What follows belongs to an exercise in optimizing a design on an open flow for small area; a production flow would make more cautious choices. Only simulation tests tie the RTL to the original design; equivalence was not proved. Power is estimated from default activity; no workload was simulated.

// multiply
module multiply (
    input             clk,
    input      [26:0] input_a,
    input      [26:0] input_b,
    output     [26:0] output_q,
    output            underflow
);
wire [17:0] ma = input_a[17:0];
wire [17:0] mb = input_b[17:0];
wire [7:0]  ea = input_a[25:18];
wire [7:0]  eb = input_b[25:18];
wire [8:0]  esum = ea + eb;
assign underflow = esum < 9'd127;
wire s1_0, s2_0, s3_0, ppn_0_0, ppn_0_1, ppn_0_2, ppn_0_3, ppn_0_4, ppn_0_5, ppn_0_6, ppn_0_7, ppn_0_8;
wire ppn_0_9, ppn_0_10, ppn_0_11, ppn_0_12, ppn_0_13, ppn_0_14, ppn_0_15, ppn_0_16, ppn_0_17, ppn_0_18, ppn_0_19, s1_1;
wire s2_1, s3_1, ppn_1_0, ppn_1_1, ppn_1_2, ppn_1_3, ppn_1_4, ppn_1_5, ppn_1_6, ppn_1_7, ppn_1_8, ppn_1_9;
wire ppn_1_10, ppn_1_11, ppn_1_12, ppn_1_13, ppn_1_14, ppn_1_15, ppn_1_16, ppn_1_17, ppn_1_18, ppn_1_19, s1_2, s2_2;
wire s3_2, ppn_2_0, ppn_2_1, ppn_2_2, ppn_2_3, ppn_2_4, ppn_2_5, ppn_2_6, ppn_2_7, ppn_2_8, ppn_2_9, ppn_2_10;
wire ppn_2_11, ppn_2_12, ppn_2_13, ppn_2_14, ppn_2_15, ppn_2_16, ppn_2_17, ppn_2_18, ppn_2_19, s1_3, s2_3, s3_3;
wire ppn_3_0, ppn_3_1, ppn_3_2, ppn_3_3, ppn_3_4, ppn_3_5, ppn_3_6, ppn_3_7, ppn_3_8, ppn_3_9, ppn_3_10, ppn_3_11;
wire ppn_3_12, ppn_3_13, ppn_3_14, ppn_3_15, ppn_3_16, ppn_3_17, ppn_3_18, ppn_3_19, s1_4, s2_4, s3_4, ppn_4_0;
wire ppn_4_1, ppn_4_2, ppn_4_3, ppn_4_4, ppn_4_5, ppn_4_6, ppn_4_7, ppn_4_8, ppn_4_9, ppn_4_10, ppn_4_11, ppn_4_12;
wire ppn_4_13, ppn_4_14, ppn_4_15, ppn_4_16, ppn_4_17, ppn_4_18, ppn_4_19, s1_5, s2_5, s3_5, ppn_5_0, ppn_5_1;
wire ppn_5_2, ppn_5_3, ppn_5_4, ppn_5_5, ppn_5_6, ppn_5_7, ppn_5_8, ppn_5_9, ppn_5_10, ppn_5_11, ppn_5_12, ppn_5_13;
  ...
Size: about 1000 cells after synthesis, about 28 flip-flops, roughly 83 I/O pins, about 0.0074 sq mm of cells after synthesis.
==> flow/config.mk <==
export PLATFORM = sky130hd
export DESIGN_NAME = multiply
export DESIGN_NICKNAME = multiply
export VERILOG_FILES = /design/flow/design.v
export SDC_FILE = /design/flow/constraint.sdc
export NUM_CORES = 4
export LEC_CHECK = 0
export CAP_MARGIN = 20
export CORE_MARGIN = 2
export CORE_UTILIZATION = 60
export GPL_TIMING_DRIVEN = 0
export PLACE_DENSITY = 0.72
export SLEW_MARGIN = 20
export SYNTH_HIERARCHICAL = 1
export SYNTH_MINIMUM_KEEP_SIZE = 0
==> flow/constraint.sdc <==
create_clock -name core_clock -period 8.5 [get_ports {clk}]
set_input_delay 1.7000 -clock core_clock [delete_from_list [all_inputs] [get_ports {clk}]]
set_output_delay 1.7000 -clock core_clock [all_outputs]
set_load 0.01 [all_outputs]
standard.sh (not shown) runs the stock make flow with config.mk's settings and CLKGATE_MAP_FILE= SYNTH_SCRIPT=/design/flow/synth_recipe.tcl, a recipe that flattens the netlist after the stock synthesis.
==> flow/flow/run.sh <==
#!/bin/bash
# Layout flow: the standard flow (standard.sh), except that
#  - synthesis maps the small leaf modules (sel3, hai) with an area-oriented
#    ABC script (flow/abc_leaf.script) and the rest with flow/abc.script, and
#    extracts half adders only inside the design's ha modules (full adders
#    everywhere); otherwise it is the standard flow's synthesis script unchanged;
#  - extra make variables from flow/extra.txt (port buffer cell, power
#    recovery).
# Tool logs are under orfs/logs; make's output goes to make_finish.log.
set -euo pipefail
W=$(pwd)
{
  head -n 1 synth_recipe.tcl
  cat <<'EOT'
proc abc {args} {
  set i [lsearch -exact $args -script]
  set a1 $args; set a2 $args
  lset a1 [expr {$i + 1}] $::env(MY_ABC_SCRIPT_LEAF)
  lset a2 [expr {$i + 1}] $::env(MY_ABC_SCRIPT)
  yosys abc {*}$a1 sel3 hai
  yosys abc {*}$a2 multiply
}
proc extract_fa {args} {
  yosys extract_fa -fa {*}$args
  yosys extract_fa -ha {*}$args ha
}
EOT
  tail -n +2 synth_recipe.tcl
} > my_synth.tcl
export MY_ABC_SCRIPT=$W/flow/abc.script
export MY_ABC_SCRIPT_LEAF=$W/flow/abc_leaf.script
EXTRA=()
[[ -f flow/extra.txt ]] && mapfile -t EXTRA < flow/extra.txt
bash standard.sh SYNTH_SCRIPT=$W/my_synth.tcl "${EXTRA[@]}" finish > make_finish.log 2>&1
==> flow/flow/abc.script <==
strash
dch
map -D 5000
topo
stime -c
==> flow/flow/abc_leaf.script <==
strash
dch
amap
topo
stime -c
==> flow/flow/extra.txt <==
BUFFER_PORTS_ARGS=-buffer_cell sky130_fd_sc_hd__buf_1
RECOVER_POWER=100
Then changed:
CORE_UTILIZATION = 40   (was 60)
PLACE_DENSITY = 0.6   (was 0.72)
Effect:
- clock-buffer cell count does not change
- non-clock buffer count went up by 4
- total power came out higher by 0.47%
- global-route usage goes down by 13 points
- sequential cell count is unchanged
- die area is higher by 48%
- final area went up by 1.3%
- via count decreases by 6.2%

* * *

Another version of the RTL of multiply (not shown whole).
For scale: ~840 cells after synthesis, roughly 28 flip-flops, ~83 I/O pins, ~7200 sq um of cells after synthesis.
export LEC_CHECK = 0
export CAP_MARGIN = 20
export CORE_MARGIN = 2
export CORE_UTILIZATION = 40
export GPL_TIMING_DRIVEN = 0
export PLACE_DENSITY = 0.6
export SLEW_MARGIN = 20
export SYNTH_HIERARCHICAL = 1
export SYNTH_MINIMUM_KEEP_SIZE = 0
create_clock -name core_clock -period 8.5 [get_ports {clk}]
==> flow/flow/abc.script <==
strash
dch
map -D 1300
topo
stime -c
Scripts as last shown in full above: flow/flow/run.sh, flow/flow/abc_leaf.script, flow/flow/extra.txt
Then changed:
==> flow/flow/abc.script (replaced) <==
strash
dch
map -D 5000
topo
stime -c
- CELL_PAD_IN_SITES_DETAIL_PLACEMENT: default -> 1
- PLACE_DENSITY: 0.6 -> 0.5
Result: Final area climbs by 3.0%. Clock power drops by about 10%. Sequential power barely changes. Critical path depth climbs by 13. Setup slack loses 0.17 ns. Routed wire length climbs by 18%. Area after synthesis drops by 0.59%. Cell count climbs by 1.4%.

-- static timing again, ports no longer ideal --
How much do the figures lean on ideal ports? The routed layouts below were timed once more, with nothing changed but the port constraints.
Step 1: set_driving_cell puts a clkbuf_16 on clk and a buf_2 on each other input, an assumption about the parent block.
Step 2 times the ports against the registers' clock, not the clock port: input delays grow and output delays shrink by t, the midpoint of the rising clock arrivals with the driver on.
Slacks: no drivers / after step 1 / after step 2; pairs: no drivers / after step 1.
run	shift t [ns]	slack for setup (ns)	worst setup path after step 2	cell pins on the clock port's net
the first run of note 1	0.294	0.294 / 0.305 / 0.011	input to register	1
the second run of note 1	0.292	0.295 / 0.300 / 0.008	input to register	1
the first run of note 2	0.297	0.427 / 0.426 / 0.129	input to register	1
the second run of note 2	0.292	0.260 / 0.232 / -0.060	input to register	1
With both steps, setup timing fails in the second run of note 2, where it was met with ideal ports. The setup slack of the second run of note 2, which loses most, moves by -0.028 ns with the drivers and by -0.320 ns with both steps.
